Source: an optimization exercise on an open RTL-to-GDS flow (aim: small area). Production flows keep margins and buffers that such runs may drop.
In this exercise RTL edits were held to simulation tests only and were not proved equivalent to the original.
Power and IR drop assume default switching activity.

==> inputs of run Z <==
==> flow/design.v <==
module slave_apb (
                   output     [ 7 : 0 ]   prdata,
                   output                 pready,
                   output                 pslverr,
                   input                  penable,
                   input                  pwrite,
                   input                  psel,
                   input                  pclk,
                   input                  presetn,
                   input      [ 7 : 0 ]   paddr,
                   input      [ 7 : 0 ]   pwdata
                   );
  reg   [ 3 : 0 ]   cnt16;
  reg   [ 3 : 0 ]   cnt9;
  always @ ( posedge pclk ) begin
    cnt16 <= cnt16 + 4'd1;
    cnt9  <= cnt9[3] ? 4'd0 : cnt9 + 4'd1;
  end
  wire        err  = paddr > 8'd200;
  wire        hi   = paddr[7:4] == 4'd12;
  wire        hit  = hi ? ( paddr[3:0] == cnt9 ) : ( paddr[3:0] == cnt16 );
  assign pslverr = err;
  assign pready  = presetn & ( err | hit );
  wire        wr   = psel & penable & pwrite & presetn & ~err & hit;
  wire  [ 7 : 0 ]   head [ 0 : 12 ];
  wire  [ 7 : 0 ]   rd   [ 0 : 12 ];
  genvar r;
  generate
    for ( r = 0; r < 13; r = r + 1 ) begin : g_ring
      localparam N = ( r < 12 ) ? 16 : 9;           
      reg   [ 8*N-1 : 0 ]   ring;
      wire                  sel  = paddr[7:4] == r;
      wire                  we   = wr & sel;
      wire                  keep = ~we;
      always @ ( posedge pclk )
        ring <= { ( ( {8{we}} & pwdata ) | ( {8{keep}} & ring[7:0] ) ), ring[8*N-1:8] };
      assign head[r] = ring[7:0];
      assign rd[r]   = {8{sel}} & ring[7:0];
    end
  endgenerate
  assign prdata = rd[0] | rd[1] | rd[2]  | rd[3]  | rd[4]  | rd[5] | rd[6] |
                  rd[7] | rd[8] | rd[9]  | rd[10] | rd[11] | rd[12];
endmodule
==> flow/flow/run.sh <==
#!/bin/bash
set -euo pipefail
export CTS_ARGS="-sink_clustering_enable -repair_clock_nets -dont_use_dummy_load -buf_list sky130_fd_sc_hd__clkbuf_8 -sink_clustering_size 20 -sink_clustering_max_diameter 100"
bash standard.sh finish > standard_make.log 2>&1
==> flow/standard.sh <==
#!/bin/bash
# synth_recipe.tcl (not shown) runs the flow's synth.tcl, then flattens the netlist and writes it again
# the make line also repeats each setting of config.mk as NAME=value (left out here)
make -C /OpenROAD-flow-scripts/flow DESIGN_CONFIG=/design/flow/config.mk WORK_HOME=/design/flow/orfs CLKGATE_MAP_FILE= SYNTH_SCRIPT=/design/flow/synth_recipe.tcl "${@:-finish}"
==> flow/config.mk <==
export PLATFORM = sky130hd
export DESIGN_NAME = slave_apb
export DESIGN_NICKNAME = slave_apb
export VERILOG_FILES = /design/flow/design.v
export SDC_FILE = /design/flow/constraint.sdc
export NUM_CORES = 4
export LEC_CHECK = 0
export CAP_MARGIN = 20
export CORE_MARGIN = 2
export CORE_UTILIZATION = 45
export PLACE_DENSITY = 0.6
export SLEW_MARGIN = 20
==> flow/constraint.sdc <==
create_clock -name core_clock -period 10.0 [get_ports {pclk}]
set_input_delay 2.0000 -clock core_clock [delete_from_list [all_inputs] [get_ports {pclk}]]
set_output_delay 2.0000 -clock core_clock [all_outputs]
set_load 0.01 [all_outputs]
==> run Y: changes against run Z <==
--- a/flow/design.v
+++ b/flow/design.v
@@ -18,10 +18,11 @@
   end
   wire        err  = paddr > 8'd200;
   wire        hi   = paddr[7:4] == 4'd12;
-  wire        hit  = hi ? ( paddr[3:0] == cnt9 ) : ( paddr[3:0] == cnt16 );
+  wire        m16  = paddr[3:0] == cnt16;
+  wire        m9   = paddr[3:0] == cnt9;
+  wire        acc  = psel & penable & pwrite & presetn;
   assign pslverr = err;
-  assign pready  = presetn & ( err | hit );
-  wire        wr   = psel & penable & pwrite & presetn & ~err & hit;
+  assign pready  = presetn & ( err | ( hi ? m9 : m16 ) );
   wire  [ 7 : 0 ]   head [ 0 : 12 ];
   wire  [ 7 : 0 ]   rd   [ 0 : 12 ];
   genvar r;
@@ -30,14 +31,15 @@
       localparam N = ( r < 12 ) ? 16 : 9;           
       reg   [ 8*N-1 : 0 ]   ring;
       wire                  sel  = paddr[7:4] == r;
-      wire                  we   = wr & sel;
-      wire                  keep = ~we;
+      wire                  we   = acc & sel & ( ( r < 12 ) ? m16 : ( m9 & ~err ) );
       always @ ( posedge pclk )
-        ring <= { ( ( {8{we}} & pwdata ) | ( {8{keep}} & ring[7:0] ) ), ring[8*N-1:8] };
+        ring <= { ( we ? pwdata : ring[7:0] ), ring[8*N-1:8] };
       assign head[r] = ring[7:0];
       assign rd[r]   = {8{sel}} & ring[7:0];
     end
   endgenerate
-  assign prdata = rd[0] | rd[1] | rd[2]  | rd[3]  | rd[4]  | rd[5] | rd[6] |
-                  rd[7] | rd[8] | rd[9]  | rd[10] | rd[11] | rd[12];
+  wire  [ 7 : 0 ]   q0 = paddr[5] ? ( paddr[4] ? head[3]  : head[2]  ) : ( paddr[4] ? head[1] : head[0] );
+  wire  [ 7 : 0 ]   q1 = paddr[5] ? ( paddr[4] ? head[7]  : head[6]  ) : ( paddr[4] ? head[5] : head[4] );
+  wire  [ 7 : 0 ]   q2 = paddr[5] ? ( paddr[4] ? head[11] : head[10] ) : ( paddr[4] ? head[9] : head[8] );
+  assign prdata = paddr[7] ? ( paddr[6] ? head[12] : q2 ) : ( paddr[6] ? q1 : q0 );
 endmodule
==> flow/flow/run.sh (replaced) <==
#!/bin/bash
set -euo pipefail
here=$(pwd)
python3 flow/filterlib.py "$FLOW_HOME/platforms/sky130hd/lib/sky130_fd_sc_hd__tt_025C_1v80.lib" \
  "$here/rmp.lib" 'lpflow|probe' > filterlib.log 2>&1
export RMP_LIB="$here/rmp.lib"
export RMP_DIR="$here/rmp"
export BUFFER_PORTS_ARGS="-buffer_cell sky130_fd_sc_hd__buf_1"
export POST_FLOORPLAN_TCL="$here/flow/post_floorplan.tcl"
export CTS_ARGS="-sink_clustering_enable -repair_clock_nets -dont_use_dummy_load -buf_list sky130_fd_sc_hd__clkbuf_8 -sink_clustering_size 20 -sink_clustering_max_diameter 100"
bash standard.sh finish > standard_make.log 2>&1
==> flow/flow/downsize.tcl (new file) <==
# Swap each combinational cell that synthesis upsized for its smallest drive
# strength of the same function; repair_design and repair_timing, which run
# later in the standard flow, size back up whatever then needs it.
set n_swapped 0
foreach inst [get_cells *] {
  set cell [get_property $inst ref_name]
  if {![regexp {^(sky130_fd_sc_hd__[a-z0-9]+)_([0-9]+)$} $cell -> base size]} { continue }
  if {[regexp {df|dl|sdf|edf|clk|tap|fill|decap|diode|conb} $base]} { continue }
  set best ""
  set best_area 1e9
  foreach s {0 1 2 4} {
    set lc [get_lib_cells -quiet */${base}_$s]
    if {$lc eq ""} { continue }
    if {[get_property $lc dont_use]} { continue }
    set a [get_property $lc area]
    if {$a < $best_area} { set best_area $a; set best ${base}_$s }
  }
  if {$best ne "" && $best ne $cell && $best_area < [get_property [get_lib_cells */$cell] area]} {
    replace_cell $inst $best
    incr n_swapped
  }
}
puts "downsize: swapped $n_swapped cells"
==> flow/flow/filterlib.py (new file) <==
import re, sys
# Copy a liberty file without the cells whose names match a pattern.
src, dst, pat = sys.argv[1], sys.argv[2], re.compile(sys.argv[3])
out, skip, depth = [], False, 0
for line in open(src):
    if not skip:
        m = re.match(r'\s*cell\s*\(\s*"?([A-Za-z0-9_]+)"?\s*\)', line)
        if m and pat.search(m.group(1)):
            skip, depth = True, 0
    if skip:
        depth += line.count('{') - line.count('}')
        if depth <= 0 and '}' in line:
            skip = False
        continue
    out.append(line)
open(dst, 'w').writelines(out)
==> flow/flow/post_floorplan.tcl (new file) <==
source [file join [file dirname [info script]] downsize.tcl]
source [file join [file dirname [info script]] restructure.tcl]
==> flow/flow/remap.tcl (new file) <==
# Rebuild each 2:1 multiplexer that feeds a flip-flop as an AND-OR gate
# (a22o: X = S&A1 | ~S&A0) with one shared inverter per select net: the same
# function in less area.
set block [ord::get_db_block]
set db [ord::get_db]
set m_a22o [$db findMaster sky130_fd_sc_hd__a22o_1]
set m_inv  [$db findMaster sky130_fd_sc_hd__inv_1]
array set inv_of {}
set n 0
foreach inst [$block getInsts] {
  set mname [[$inst getMaster] getName]
  if {![string match "sky130_fd_sc_hd__mux2_*" $mname]} { continue }
  set x  [[$inst findITerm X] getNet]
  set s  [[$inst findITerm S] getNet]
  set a0 [[$inst findITerm A0] getNet]
  set a1 [[$inst findITerm A1] getNet]
  if {$x eq "NULL" || $s eq "NULL" || $a0 eq "NULL" || $a1 eq "NULL"} { continue }
  # only muxes whose output goes to flip-flop D pins
  set ok 1
  foreach it [$x getITerms] {
    if {[$it getInst] eq $inst} { continue }
    if {![string match "sky130_fd_sc_hd__df*" [[[$it getInst] getMaster] getName]]} { set ok 0 }
  }
  if {!$ok} { continue }
  set sname [$s getName]
  if {![info exists inv_of($sname)]} {
    set sn [odb::dbNet_create $block "${sname}_remap_n"]
    set iv [odb::dbInst_create $block $m_inv "remap_inv_[incr n]"]
    [$iv findITerm A] connect $s
    [$iv findITerm Y] connect $sn
    set inv_of($sname) $sn
  }
  set iname [$inst getName]
  foreach t {X S A0 A1} { [$inst findITerm $t] disconnect }
  odb::dbInst_destroy $inst
  set g [odb::dbInst_create $block $m_a22o $iname]
  [$g findITerm A1] connect $s
  [$g findITerm A2] connect $a1
  [$g findITerm B1] connect $inv_of($sname)
  [$g findITerm B2] connect $a0
  [$g findITerm X]  connect $x
  incr n
}
puts "remap: rebuilt [expr {$n - [array size inv_of]}] multiplexers with [array size inv_of] inverters"
==> flow/flow/restructure.tcl (new file) <==
# Re-map the combinational logic for area with OpenROAD's restructure (ABC),
# using a copy of the library without the platform's don't-use cells.
file mkdir $::env(RMP_DIR)
restructure -liberty_file $::env(RMP_LIB) -target area \
  -tielo_port sky130_fd_sc_hd__conb_1/LO -tiehi_port sky130_fd_sc_hd__conb_1/HI \
  -work_dir $::env(RMP_DIR)
--- a/flow/config.mk
+++ b/flow/config.mk
@@ -7,6 +7,8 @@
 export LEC_CHECK = 0
 export CAP_MARGIN = 20
 export CORE_MARGIN = 2
-export CORE_UTILIZATION = 45
-export PLACE_DENSITY = 0.6
+export CORE_UTILIZATION = 65
+export GPL_ROUTABILITY_DRIVEN = 0
+export GPL_TIMING_DRIVEN = 0
+export PLACE_DENSITY = 0.8
 export SLEW_MARGIN = 20
==> run A: changes against run Z <==
--- a/flow/design.v
+++ b/flow/design.v
@@ -23,21 +23,19 @@
   assign pready  = presetn & ( err | hit );
   wire        wr   = psel & penable & pwrite & presetn & ~err & hit;
   wire  [ 7 : 0 ]   head [ 0 : 12 ];
-  wire  [ 7 : 0 ]   rd   [ 0 : 12 ];
   genvar r;
   generate
-    for ( r = 0; r < 13; r = r + 1 ) begin : g_ring
-      localparam N = ( r < 12 ) ? 16 : 9;           
-      reg   [ 8*N-1 : 0 ]   ring;
-      wire                  sel  = paddr[7:4] == r;
-      wire                  we   = wr & sel;
-      wire                  keep = ~we;
+    for ( r = 0; r < 12; r = r + 1 ) begin : g_ring
+      reg   [ 127 : 0 ]   ring;
+      wire                we = wr & ( paddr[7:4] == r );
       always @ ( posedge pclk )
-        ring <= { ( ( {8{we}} & pwdata ) | ( {8{keep}} & ring[7:0] ) ), ring[8*N-1:8] };
+        ring <= { ( we ? pwdata : ring[7:0] ), ring[127:8] };
       assign head[r] = ring[7:0];
-      assign rd[r]   = {8{sel}} & ring[7:0];
     end
   endgenerate
-  assign prdata = rd[0] | rd[1] | rd[2]  | rd[3]  | rd[4]  | rd[5] | rd[6] |
-                  rd[7] | rd[8] | rd[9]  | rd[10] | rd[11] | rd[12];
+  reg   [ 71 : 0 ]   ring12;
+  always @ ( posedge pclk )
+    ring12 <= { ( ( wr & hi ) ? pwdata : ring12[7:0] ), ring12[71:8] };
+  assign head[12] = ring12[7:0];
+  assign prdata = ( paddr[7:4] > 4'd12 ) ? head[12] : head[paddr[7:4]];
 endmodule
==> flow/run.sh (new file) <==
#!/bin/bash
# synth_recipe.tcl (not shown) runs the flow's synth.tcl, then flattens the netlist and writes it again
# the make line also repeats each setting of config.mk as NAME=value (left out here)
make -C /OpenROAD-flow-scripts/flow DESIGN_CONFIG=/design/flow/config.mk WORK_HOME=/design/flow/orfs CLKGATE_MAP_FILE= SYNTH_SCRIPT=/design/flow/synth_recipe.tcl finish
--- a/flow/config.mk
+++ b/flow/config.mk
@@ -7,6 +7,8 @@
 export LEC_CHECK = 0
 export CAP_MARGIN = 20
 export CORE_MARGIN = 2
-export CORE_UTILIZATION = 45
-export PLACE_DENSITY = 0.6
+export CORE_UTILIZATION = 60
+export CTS_BUF_LIST = sky130_fd_sc_hd__clkbuf_4
+export CTS_CLUSTER_SIZE = 30
+export PLACE_DENSITY = 0.75
 export SLEW_MARGIN = 20
removed: flow/flow/run.sh
removed: flow/standard.sh
==> results.txt <==
min-delay src=g_ring[8].ring[73]; crit share post-route=about three quarters; complex-gate fraction of the synthesized area=less than 1%; Area Growth Syn to Fin=5.104%; Inverters=25; commonest cells after routing, fill and taps aside=dfxtp_1, o2bb2ai_1, clkbuf_8; Cell Area, Placed=35,290 um^2; Crit path top cell by count=buf_1; GRT Overall Usage=between 15 and 20%; Row Count=between 80 and 90; status=timing/DRC/antenna clean; Final clock-cell share=about 3.4%; Worst Skew=approximately 0.038 ns
# the run above: run Y

==> results.txt <==
GRT overflow=0; Cell Area, Placed=around 36,000 um^2; commonest cells after routing, fill and taps aside=dfxtp_1, clkbuf_4, mux2_2; Final Max Slew Viols=0; synthesized flop and latch total=1,616; Hold EP=g_ring[5].ring[38]; complex-gate fraction of the synthesized area=between 2 and 3%; worst hold path class=reg2reg; drt wl/cell=between 15 and 20 um; peak supply drop=~0.00017 V; min-delay src=g_ring[5].ring[46]; Final clock-cell share=10.80%; combinational family with the most area after synthesis=multiplexers; flip-flop and latch count=~1,600; Inverters=10; crit path from=paddr[5]; crit share post-route=between 70% and 80%; Initial Util=between 60% and 70%; R2R Setup Slk=between 6 and 7 ns; status=timing/DRC/antenna clean
# the run above: run A

==> results.txt <==
Area Growth Syn to Fin=7.971%; Cell Area, Placed=between 30,000 and 40,000 um^2; min-delay src=g_ring[0].ring[75]; commonest cells after routing, fill and taps aside=dfxtp_1, mux2_2, clkbuf_8; crit share post-route=77.19%; GRT Overall Usage=12.22%; Row Count=around 100; status=timing/DRC/antenna clean; Crit path top cell by count=clkdlybuf4s50_1; Worst Skew=between 0.06 and 0.07 ns
# the run above: run Z


---

==> run a: inputs <==
// slave_apb: RTL as listed in full above, without the edits since
clock: 10.0 ns
lec_check: 0
cap_margin: 20
core_margin: 2
core_utilization: 65
place_density: 0.8
slew_margin: 20
standard.sh (not shown) runs the stock make flow with config.mk's settings and CLKGATE_MAP_FILE= SYNTH_SCRIPT=/design/flow/synth_recipe.tcl, a recipe that flattens the netlist after the stock synthesis.
==> flow/flow/run.sh <==
#!/bin/bash
set -euo pipefail
here=$(pwd)
export BUFFER_PORTS_ARGS="-buffer_cell sky130_fd_sc_hd__buf_1"
export POST_FLOORPLAN_TCL="$here/flow/downsize.tcl"
export CTS_ARGS="-sink_clustering_enable -repair_clock_nets -dont_use_dummy_load -buf_list sky130_fd_sc_hd__clkbuf_8 -sink_clustering_size 16 -sink_clustering_max_diameter 100"
bash standard.sh finish > standard_make.log 2>&1
==> flow/flow/downsize.tcl <==
# Swap each combinational cell that synthesis upsized for its smallest drive
# strength of the same function; repair_design and repair_timing, which run
# later in the standard flow, size back up whatever then needs it.
set n_swapped 0
foreach inst [get_cells *] {
  set cell [get_property $inst ref_name]
  if {![regexp {^(sky130_fd_sc_hd__[a-z0-9]+)_([0-9]+)$} $cell -> base size]} { continue }
  if {[regexp {df|dl|sdf|edf|clk|tap|fill|decap|diode|conb} $base]} { continue }
  set best ""
  set best_area 1e9
  foreach s {0 1 2 4} {
    set lc [get_lib_cells -quiet */${base}_$s]
    if {$lc eq ""} { continue }
    if {[get_property $lc dont_use]} { continue }
    set a [get_property $lc area]
    if {$a < $best_area} { set best_area $a; set best ${base}_$s }
  }
  if {$best ne "" && $best ne $cell && $best_area < [get_property [get_lib_cells */$cell] area]} {
    replace_cell $inst $best
    incr n_swapped
  }
}
puts "downsize: swapped $n_swapped cells"
==> run b (differences from run a) <==
==> flow/design.v, changed modules only <==
module slave_apb (
                   output     [ 7 : 0 ]   prdata,
                   output                 pready,
                   output                 pslverr,
                   input                  penable,
                   input                  pwrite,
                   input                  psel,
                   input                  pclk,
                   input                  presetn,
                   input      [ 7 : 0 ]   paddr,
                   input      [ 7 : 0 ]   pwdata
                   );
  reg   [ 3 : 0 ]   cnt16;
  reg   [ 3 : 0 ]   cnt9;
  always @ ( posedge pclk ) begin
    cnt16 <= cnt16 + 4'd1;
    cnt9  <= cnt9[3] ? 4'd0 : cnt9 + 4'd1;
  end
  wire        err  = paddr > 8'd200;
  wire        hi   = paddr[7:4] == 4'd12;
  wire        m16  = paddr[3:0] == cnt16;
  wire        m9   = paddr[3:0] == cnt9;
  wire        acc  = psel & penable & pwrite & presetn;
  assign pslverr = err;
  assign pready  = presetn & ( err | ( hi ? m9 : m16 ) );
  wire  [ 7 : 0 ]   head [ 0 : 12 ];
  wire  [ 7 : 0 ]   rd   [ 0 : 12 ];
  genvar r;
  generate
    for ( r = 0; r < 13; r = r + 1 ) begin : g_ring
      localparam N = ( r < 12 ) ? 16 : 9;           
      reg   [ 8*N-1 : 0 ]   ring;
      wire                  sel  = paddr[7:4] == r;
      wire                  we   = acc & sel & ( ( r < 12 ) ? m16 : ( m9 & ~err ) );
      always @ ( posedge pclk )
        ring <= { ( we ? pwdata : ring[7:0] ), ring[8*N-1:8] };
      assign head[r] = ring[7:0];
      assign rd[r]   = {8{sel}} & ring[7:0];
    end
  endgenerate
  wire  [ 7 : 0 ]   q0 = paddr[5] ? ( paddr[4] ? head[3]  : head[2]  ) : ( paddr[4] ? head[1] : head[0] );
  wire  [ 7 : 0 ]   q1 = paddr[5] ? ( paddr[4] ? head[7]  : head[6]  ) : ( paddr[4] ? head[5] : head[4] );
  wire  [ 7 : 0 ]   q2 = paddr[5] ? ( paddr[4] ? head[11] : head[10] ) : ( paddr[4] ? head[9] : head[8] );
  assign prdata = paddr[7] ? ( paddr[6] ? head[12] : q2 ) : ( paddr[6] ? q1 : q0 );
endmodule
==> flow/flow/run.sh (replaced) <==
#!/bin/bash
set -euo pipefail
here=$(pwd)
python3 flow/filterlib.py "$FLOW_HOME/platforms/sky130hd/lib/sky130_fd_sc_hd__tt_025C_1v80.lib" \
  "$here/rmp.lib" 'lpflow|probe' > filterlib.log 2>&1
export RMP_LIB="$here/rmp.lib"
export RMP_DIR="$here/rmp"
export BUFFER_PORTS_ARGS="-buffer_cell sky130_fd_sc_hd__buf_1"
export POST_FLOORPLAN_TCL="$here/flow/post_floorplan.tcl"
export CTS_ARGS="-sink_clustering_enable -repair_clock_nets -dont_use_dummy_load -buf_list sky130_fd_sc_hd__clkbuf_8 -sink_clustering_size 18 -sink_clustering_max_diameter 100"
bash standard.sh finish > standard_make.log 2>&1
==> flow/flow/filterlib.py (new file) <==
import re, sys
# Copy a liberty file without the cells whose names match a pattern.
src, dst, pat = sys.argv[1], sys.argv[2], re.compile(sys.argv[3])
out, skip, depth = [], False, 0
for line in open(src):
    if not skip:
        m = re.match(r'\s*cell\s*\(\s*"?([A-Za-z0-9_]+)"?\s*\)', line)
        if m and pat.search(m.group(1)):
            skip, depth = True, 0
    if skip:
        depth += line.count('{') - line.count('}')
        if depth <= 0 and '}' in line:
            skip = False
        continue
    out.append(line)
open(dst, 'w').writelines(out)
==> flow/flow/post_floorplan.tcl (new file) <==
source [file join [file dirname [info script]] downsize.tcl]
source [file join [file dirname [info script]] restructure.tcl]
==> flow/flow/remap.tcl (new file) <==
# Rebuild each 2:1 multiplexer that feeds a flip-flop as an AND-OR gate
# (a22o: X = S&A1 | ~S&A0) with one shared inverter per select net: the same
# function in less area.
set block [ord::get_db_block]
set db [ord::get_db]
set m_a22o [$db findMaster sky130_fd_sc_hd__a22o_1]
set m_inv  [$db findMaster sky130_fd_sc_hd__inv_1]
array set inv_of {}
set n 0
foreach inst [$block getInsts] {
  set mname [[$inst getMaster] getName]
  if {![string match "sky130_fd_sc_hd__mux2_*" $mname]} { continue }
  set x  [[$inst findITerm X] getNet]
  set s  [[$inst findITerm S] getNet]
  set a0 [[$inst findITerm A0] getNet]
  set a1 [[$inst findITerm A1] getNet]
  if {$x eq "NULL" || $s eq "NULL" || $a0 eq "NULL" || $a1 eq "NULL"} { continue }
  # only muxes whose output goes to flip-flop D pins
  set ok 1
  foreach it [$x getITerms] {
    if {[$it getInst] eq $inst} { continue }
    if {![string match "sky130_fd_sc_hd__df*" [[[$it getInst] getMaster] getName]]} { set ok 0 }
  }
  if {!$ok} { continue }
  set sname [$s getName]
  if {![info exists inv_of($sname)]} {
    set sn [odb::dbNet_create $block "${sname}_remap_n"]
    set iv [odb::dbInst_create $block $m_inv "remap_inv_[incr n]"]
    [$iv findITerm A] connect $s
    [$iv findITerm Y] connect $sn
    set inv_of($sname) $sn
  }
  set iname [$inst getName]
  foreach t {X S A0 A1} { [$inst findITerm $t] disconnect }
  odb::dbInst_destroy $inst
  set g [odb::dbInst_create $block $m_a22o $iname]
  [$g findITerm A1] connect $s
  [$g findITerm A2] connect $a1
  [$g findITerm B1] connect $inv_of($sname)
  [$g findITerm B2] connect $a0
  [$g findITerm X]  connect $x
  incr n
}
puts "remap: rebuilt [expr {$n - [array size inv_of]}] multiplexers with [array size inv_of] inverters"
==> flow/flow/restructure.tcl (new file) <==
# Re-map the combinational logic for area with OpenROAD's restructure (ABC),
# using a copy of the library without the platform's don't-use cells.
file mkdir $::env(RMP_DIR)
restructure -liberty_file $::env(RMP_LIB) -target area \
  -tielo_port sky130_fd_sc_hd__conb_1/LO -tiehi_port sky130_fd_sc_hd__conb_1/HI \
  -work_dir $::env(RMP_DIR)
Settings changed: CORE_UTILIZATION 65 to 55, PLACE_DENSITY 0.8 to 0.7.
==> run c (differences from run a) <==
==> flow/design.v, changed modules only <==
module slave_apb (
                   output     [ 7 : 0 ]   prdata,
                   output                 pready,
                   output                 pslverr,
                   input                  penable,
                   input                  pwrite,
                   input                  psel,
                   input                  pclk,
                   input                  presetn,
                   input      [ 7 : 0 ]   paddr,
                   input      [ 7 : 0 ]   pwdata
                   );
  reg   [ 3 : 0 ]   cnt16;
  reg   [ 3 : 0 ]   cnt9;
  always @ ( posedge pclk ) begin
    cnt16 <= cnt16 + 4'd1;
    cnt9  <= cnt9[3] ? 4'd0 : cnt9 + 4'd1;
  end
  wire        err  = paddr > 8'd200;
  wire        hi   = paddr[7:4] == 4'd12;
  wire        m16  = paddr[3:0] == cnt16;
  wire        m9   = paddr[3:0] == cnt9;
  wire        acc  = psel & penable & pwrite & presetn;
  assign pslverr = err;
  assign pready  = presetn & ( err | ( hi ? m9 : m16 ) );
  wire  [ 7 : 0 ]   head [ 0 : 12 ];
  wire  [ 7 : 0 ]   rd   [ 0 : 12 ];
  genvar r;
  generate
    for ( r = 0; r < 13; r = r + 1 ) begin : g_ring
      localparam N = ( r < 12 ) ? 16 : 9;           
      reg   [ 8*N-1 : 0 ]   ring;
      wire                  sel  = paddr[7:4] == r;
      wire                  we   = acc & sel & ( ( r < 12 ) ? m16 : ( m9 & ~err ) );
      always @ ( posedge pclk )
        ring <= { ( we ? pwdata : ring[7:0] ), ring[8*N-1:8] };
      assign head[r] = ring[7:0];
      assign rd[r]   = {8{sel}} & ring[7:0];
    end
  endgenerate
  wire  [ 7 : 0 ]   q0 = paddr[5] ? ( paddr[4] ? head[3]  : head[2]  ) : ( paddr[4] ? head[1] : head[0] );
  wire  [ 7 : 0 ]   q1 = paddr[5] ? ( paddr[4] ? head[7]  : head[6]  ) : ( paddr[4] ? head[5] : head[4] );
  wire  [ 7 : 0 ]   q2 = paddr[5] ? ( paddr[4] ? head[11] : head[10] ) : ( paddr[4] ? head[9] : head[8] );
  assign prdata = paddr[7] ? ( paddr[6] ? head[12] : q2 ) : ( paddr[6] ? q1 : q0 );
endmodule
==> flow/flow/run.sh (replaced) <==
#!/bin/bash
set -euo pipefail
here=$(pwd)
export BUFFER_PORTS_ARGS="-buffer_cell sky130_fd_sc_hd__buf_1"
export POST_FLOORPLAN_TCL="$here/flow/post_floorplan.tcl"
export CTS_ARGS="-sink_clustering_enable -repair_clock_nets -dont_use_dummy_load -buf_list sky130_fd_sc_hd__clkbuf_8 -sink_clustering_size 20 -sink_clustering_max_diameter 50"
bash standard.sh finish > standard_make.log 2>&1
==> flow/flow/post_floorplan.tcl (new file) <==
source [file join [file dirname [info script]] downsize.tcl]
source [file join [file dirname [info script]] remap.tcl]
==> flow/flow/remap.tcl (new file) <==
# Rebuild each 2:1 multiplexer that feeds a flip-flop as an AND-OR gate
# (a22o: X = S&A1 | ~S&A0) with one shared inverter per select net: the same
# function in less area.
set block [ord::get_db_block]
set db [ord::get_db]
set m_a22o [$db findMaster sky130_fd_sc_hd__a22o_1]
set m_inv  [$db findMaster sky130_fd_sc_hd__inv_1]
array set inv_of {}
set n 0
foreach inst [$block getInsts] {
  set mname [[$inst getMaster] getName]
  if {![string match "sky130_fd_sc_hd__mux2_*" $mname]} { continue }
  set x  [[$inst findITerm X] getNet]
  set s  [[$inst findITerm S] getNet]
  set a0 [[$inst findITerm A0] getNet]
  set a1 [[$inst findITerm A1] getNet]
  if {$x eq "NULL" || $s eq "NULL" || $a0 eq "NULL" || $a1 eq "NULL"} { continue }
  # only muxes whose output goes to flip-flop D pins
  set ok 1
  foreach it [$x getITerms] {
    if {[$it getInst] eq $inst} { continue }
    if {![string match "sky130_fd_sc_hd__df*" [[[$it getInst] getMaster] getName]]} { set ok 0 }
  }
  if {!$ok} { continue }
  set sname [$s getName]
  if {![info exists inv_of($sname)]} {
    set sn [odb::dbNet_create $block "${sname}_remap_n"]
    set iv [odb::dbInst_create $block $m_inv "remap_inv_[incr n]"]
    [$iv findITerm A] connect $s
    [$iv findITerm Y] connect $sn
    set inv_of($sname) $sn
  }
  set iname [$inst getName]
  foreach t {X S A0 A1} { [$inst findITerm $t] disconnect }
  odb::dbInst_destroy $inst
  set g [odb::dbInst_create $block $m_a22o $iname]
  [$g findITerm A1] connect $s
  [$g findITerm A2] connect $a1
  [$g findITerm B1] connect $inv_of($sname)
  [$g findITerm B2] connect $a0
  [$g findITerm X]  connect $x
  incr n
}
puts "remap: rebuilt [expr {$n - [array size inv_of]}] multiplexers with [array size inv_of] inverters"
==> results.txt <==
- Utilization, highest first: run a, run c, run b.
- The highest clock skew belongs to run b, the lowest to run c.
- Cell area: run b is smaller than run a (0.69%).
- Of run b and run c, run c has the higher wire length (gap 5.2%, measured against run c).
- Die area: run c < run a < run b.
- In run a the synthesized cell count is larger than in run c, by about 2.4%.
- Of run c and run a, run a has the higher synthesized area (gap 0.29%, measured against run a).
- Flip-flop and latch count is the same in run c and run a.
==> figures <==
metric                                                            run b                    run a                    run c
Outcome                                         complete, no violations  complete, no violations  complete, no violations
Routed wire length per instance                                16.60 um                 18.60 um                 18.91 um
Buffers outside the clock class                                      33                       33                       31
Via count of the first global-routing pass                        12690                    13090                    12890
Fraction of area in registers                                    87.87%                   87.27%                   88.30%
Fmax                                                         0.1331 GHz               0.1426 GHz               0.1732 GHz
Fin Clk Skew                                                 0.06191 ns               0.04486 ns               0.03804 ns
R2R Path End                                        g_ring[5].ring[120]      g_ring[3].ring[122]      g_ring[4].ring[120]
Worst rel slew slack                                             23.79%                   18.52%                   35.60%
Setup slack after placement                                    2.688 ns                 2.789 ns                 4.271 ns
Static power due to leakage                                    14.09 nW                 14.70 nW                 14.52 nW
Total net switching power                                    0.001733 W               0.001761 W               0.001712 W
Final total power                                            0.009072 W               0.009185 W               0.008997 W
Total area of multi-input combinational cells                  1792 um2                 2191 um2                 1964 um2
Post-layout util                                                 58.69%                   70.26%                   69.44%
Sequential power                                              0.00643 W                0.00643 W                0.00644 W
Buffers plus inverters on the worst setup path                        4                        3                        2

what the ideal ports hide:
The results above use ideal ports. As a check the final layouts listed here were re-extracted and re-timed, cells and wires unchanged. Step 1 sets driving cells, clkbuf_16 on the clock port and buf_2 on the other inputs (assumed; they add their load-dependent delay and slew). Step 2 times the ports against the registers' clock, not the clock port: input delays grow and output delays shrink by t, the midpoint of the rising clock arrivals with the driver on. Slacks: no drivers / after step 1 / after step 2; pairs: no drivers / after step 1.
run	t (ns)	setup WS [ns]	worst setup path at the end
run Z of note 1	0.756	2.281 / 2.210 / 2.210	input to output
run Y of note 1	0.734	2.550 / 2.467 / 2.467	input to output
run A of note 1	1.149	2.761 / 2.739 / 2.739	input to output
run a of note 2	0.740	2.989 / 2.897 / 2.897	input to output
run b of note 2	0.746	2.489 / 2.467 / 2.467	input to output
run c of note 2	0.731	4.226 / 4.169 / 4.169	input to output
After both steps setup and hold are still met in every run listed. The setup slack of run a of note 2, which loses most, moves by -0.092 ns with the drivers and by -0.092 ns with both steps.
